Context: an optimization exercise on an open-source flow, tuned for small area. The choices shown serve that exercise and are no tape-out recipe.
In this exercise RTL edits were held to simulation tests only and were not proved equivalent to the original.
Power is estimated from default activity; no workload was simulated.

==> wip/harbor: inputs <==
// OQ1_Stopwatch
module OQ1_Stopwatch(AN, Seg, Dot, CLK, Start, RESET);  
	output [3:0] AN;
	output [6:0] Seg;
	output Dot;
	input CLK, Start, RESET;
	parameter R = 2'b00;
    parameter W = 2'b01;
    parameter C = 2'b10;	
	reg  [11:0] divider_ds;
	reg  [5:0]  divider_ms;
	reg  [6:0]  Seg_Temp;
	reg  [3:0]  D3,D2,D1,D0,D_Temp,AN_Temp;
	reg  [1:0]  state,n_state;
	reg         dp;
	wire        RTC_ds,RTC_ms;
	always @(posedge CLK or posedge RESET) begin
	  if(RESET) divider_ms <= 0;
	  else if(divider_ms==32) divider_ms <= 0;
      else divider_ms <= divider_ms + 1;
    end
    assign RTC_ms = ((divider_ms == 32)?1'b1:1'b0);
	always @(posedge CLK or posedge RESET) begin
      if(RESET) divider_ds <= 0;
      else if(divider_ds==3276) divider_ds <= 0;
      else if(state==C) divider_ds <= divider_ds + 1;
    end
    assign RTC_ds = ((divider_ds == 3276)?1'b1:1'b0);
	always@(posedge CLK or posedge RESET) begin
      if(RESET) begin
        state <= R;
        D3 <= 0;
        D2 <= 0;
        D1 <= 0;
        D0 <= 0;
      end else begin
        state <= n_state;
        if(RTC_ds) begin
          if(D0 == 9) begin
            D0 <= 0;
            if(D1 == 9) begin
              D1 <= 0;
              if(D2 == 9) begin
                D2 <= 0;
                if(D3 == 9) begin
                  D3 <= 0;                  
                end else begin
                  D3 <= D3 + 1;
                end                    
              end else begin
                D2 <= D2 + 1;
              end      
            end else begin
              D1 <= D1 + 1;
            end
          end else begin
  ...
==> module OQ1_Stopwatch, before the edit <==
module OQ1_Stopwatch(AN, Seg, Dot, CLK, Start, RESET);  
	output [3:0] AN;
	output [6:0] Seg;
	output Dot;
	input CLK, Start, RESET;
	parameter R = 2'b00;
    parameter W = 2'b01;
    parameter C = 2'b10;	
	reg  [11:0] divider_ds;
	reg  [5:0]  divider_ms;
	reg  [6:0]  Seg_Temp;
	reg  [3:0]  D3,D2,D1,D0,D_Temp,AN_Temp;
	reg  [1:0]  state,n_state;
	reg         dp;
	wire        RTC_ds,RTC_ms;
	always @(posedge CLK or posedge RESET) begin
	  if(RESET) divider_ms <= 0;
	  else if(divider_ms==32) divider_ms <= 0;
      else divider_ms <= divider_ms + 1;
    end
    assign RTC_ms = ((divider_ms == 32)?1'b1:1'b0);
	always @(posedge CLK or posedge RESET) begin
      if(RESET) divider_ds <= 0;
      else if(divider_ds==3276) divider_ds <= 0;
      else if(state==C) divider_ds <= divider_ds + 1;
    end
    assign RTC_ds = ((divider_ds == 3276)?1'b1:1'b0);
	always@(posedge CLK or posedge RESET) begin
      if(RESET) begin
        state <= R;
        D3 <= 0;
        D2 <= 0;
        D1 <= 0;
        D0 <= 0;
      end else begin
        state <= n_state;
        if(RTC_ds) begin
          if(D0 == 9) begin
            D0 <= 0;
            if(D1 == 9) begin
              D1 <= 0;
              if(D2 == 9) begin
                D2 <= 0;
                if(D3 == 9) begin
                  D3 <= 0;                  
                end else begin
                  D3 <= D3 + 1;
                end                    
              end else begin
                D2 <= D2 + 1;
              end      
            end else begin
              D1 <= D1 + 1;
            end
          end else begin
            D0 <= D0 + 1;
          end
        end      
      end
    end
    always@(*) begin
      case (state)
        R : if(RESET) n_state = R;
            else if(Start && !RESET) n_state = C;
            else n_state = W;
        W : if(RESET) n_state = R;
            else if(Start && !RESET) n_state = C;
            else n_state = W;
        C : if(RESET) n_state = R;
            else n_state = C;        
        default : n_state = R;
      endcase
    end
    always@(posedge CLK or posedge RESET) begin
      if(RESET) begin
        D_Temp  <= 4'b0000;
        AN_Temp <= 4'b1110;
        dp      <= 1'b0;
      end else if(RTC_ms) begin
      case(AN_Temp)
        4'b0111 : begin
                    D_Temp <= D0;
                    AN_Temp <= 4'b1110;
                    dp <= 1;
                  end
        4'b1110 : begin
                    D_Temp <= D1;
                    AN_Temp <= 4'b1101;
                    dp <= 0;
                  end
        4'b1101 : begin
                    D_Temp <= D2;
                    AN_Temp <= 4'b1011;
                    dp <= 1;
                  end
        4'b1011 : begin
                    D_Temp <= D3;
                    AN_Temp <= 4'b0111;
                    dp <= 1;
                  end
      endcase
      end
    end    
    always @(*) begin
        case(D_Temp)
          0 : Seg_Temp=7'b1000000; 
          1 : Seg_Temp=7'b1111001; 
          2 : Seg_Temp=7'b0100100; 
          3 : Seg_Temp=7'b0110000; 
          4 : Seg_Temp=7'b0011001; 
          5 : Seg_Temp=7'b0010010; 
          6 : Seg_Temp=7'b0000010; 
          7 : Seg_Temp=7'b1111000; 
          8 : Seg_Temp=7'b0000000; 
          9 : Seg_Temp=7'b0011000; 
          default : Seg_Temp=7'b0111111; 
      endcase
    end
    assign Seg = Seg_Temp;
    assign AN = AN_Temp;
    assign Dot = dp;
endmodule
Settings: LEC_CHECK=0, CAP_MARGIN=20, CORE_MARGIN=2, CORE_UTILIZATION=40, SLEW_MARGIN=20; clock period 10.0 ns.
run.sh (not shown) runs the stock make flow with config.mk's settings and CLKGATE_MAP_FILE= SYNTH_SCRIPT=/design/flow/synth_recipe.tcl, a recipe that flattens the netlist after the stock synthesis.
==> wip/onyx: changes against wip/harbor <==
==> flow/design.v (replaced) <==
module OQ1_Stopwatch(AN, Seg, Dot, CLK, Start, RESET);
  output [3:0] AN;
  output [6:0] Seg;
  output Dot;
  input CLK, Start, RESET;
  reg  [5:0] ms;
  wire       ms_fb = ms[5] ^ ms[0] ^ (ms[4:2] == 3'b101);
  wire       scan  = (ms[4:2] == 3'b000);
  always @(posedge CLK or posedge RESET)
    if (RESET) ms <= 6'h05;
    else       ms <= {ms[4:0], ms_fb};
  reg         counting;
  reg  [11:0] ds;
  wire        ds_fb = counting & (ds[11] ^ ds[9] ^ ds[0] ^ (ds[8:6] == 3'b000));
  wire        tick  = ((ds & 12'hdfb) == 12'h800);
  always @(posedge CLK or posedge RESET)
    if (RESET) begin
      counting <= 1'b0;
      ds       <= 12'h000;
    end else begin
      counting <= counting | Start;
      ds       <= {ds[10:0], ds_fb};
    end
  reg        pend;
  reg  [3:0] D0, D1, D2, D3;
  wire       inc = scan & pend;
  always @(posedge CLK or posedge RESET)
    if (RESET) begin
      pend <= 1'b0;
      D0 <= 4'd0; D1 <= 4'd0; D2 <= 4'd0; D3 <= 4'd0;
    end else begin
      pend <= tick | (pend & ~scan);
      if (inc) begin
        if (D0 == 4'd9) begin
          D0 <= 4'd0;
          if (D1 == 4'd9) begin
            D1 <= 4'd0;
            if (D2 == 4'd9) begin
              D2 <= 4'd0;
              if (D3 == 4'd9) D3 <= 4'd0;
              else            D3 <= D3 + 4'd1;
            end else D2 <= D2 + 4'd1;
          end else D1 <= D1 + 4'd1;
        end else D0 <= D0 + 4'd1;
      end
    end
  reg [1:0] sel;
  reg       dp;
  always @(posedge CLK or posedge RESET)
    if (RESET) begin
      sel <= 2'b00;
      dp  <= 1'b0;
    end else if (scan) begin
      sel <= {sel[0], ~sel[1]};
      dp  <= sel[1] | sel[0];
    end
  reg [3:0] dig;
  always @(*)
    case (sel)
      2'b00: dig = D0;
      2'b01: dig = D1;
      2'b11: dig = D2;
      default: dig = D3;
    endcase
  reg [6:0] seg;
  always @(*)
    case (dig)
      4'd0: seg = 7'b1000000;
      4'd1: seg = 7'b1111001;
      4'd2: seg = 7'b0100100;
      4'd3: seg = 7'b0110000;
      4'd4: seg = 7'b0011001;
      4'd5: seg = 7'b0010010;
      4'd6: seg = 7'b0000010;
      4'd7: seg = 7'b1111000;
      4'd8: seg = 7'b0000000;
      4'd9: seg = 7'b0011000;
      default: seg = 7'bxxxxxxx;
    endcase
  assign Seg = seg;
  assign AN  = {~(sel == 2'b10), ~(sel == 2'b11), ~(sel == 2'b01), ~(sel == 2'b00)};
  assign Dot = dp;
endmodule
==> qor summary <==
metric	wip/onyx	wip/harbor
Result of the run	finished clean	finished clean
Multiplexer fraction of the synthesized cell area	8.48%	5.05%
Number of synthesized register bits	39	45
Cell leakage power	0.000962 uW	0.00123 uW
Via count of the routed design	1,182	1,927
Critical path destination	Seg[3]	Seg[4]
Post-route cell area	0.00216 mm^2	0.00291 mm^2
Maximum number of pins on one net before global-route repair	40	46
Seq pwr share	51.1%	57.8%
Number of fill cells	389	610
Depth of the worst register-to-register path	4	6
Total met3 wirelength after detailed routing	119 um	111 um
Seq Cell Count	39	45
Number of nets at the end of the flow	185	294
Shortest period the worst path allows	5.00 ns	3.91 ns
Post-synthesis instance total	158	274
Total placed cells including tap cells	222	352
Die Width	71.7 um	85.4 um
Clock transition at the register clock pins on the worst setup and hold paths after CTS	0.08 ns	0.09 ns

[separate check: timing with driven ports]
No port has a modelled driver above. Below, the same layouts with a new extraction and two added sets of constraints.
Step 1, drivers: a clkbuf_16 drives CLK and a buf_2 each remaining input, both assumed.
Step 2 also shifts input and output timing later by t, the mid clock arrival at the registers, as if the neighbouring blocks saw the same clock.
Three values: ideal ports, drivers, drivers and shift; two values: the first two.
run | t, ns | setup WS [ns] | latest minus earliest clock arrival (ns) | slew at the worst register clock pin (ns)
wip/harbor | 0.317 | 6.088 / 6.060 / 6.376 | 0.006 / 0.007 | 0.09 / 0.09
wip/onyx | 0.312 | 5.001 / 4.976 / 5.289 | 0.003 / 0.003 | 0.08 / 0.08
After both steps every run listed still meets setup and hold.
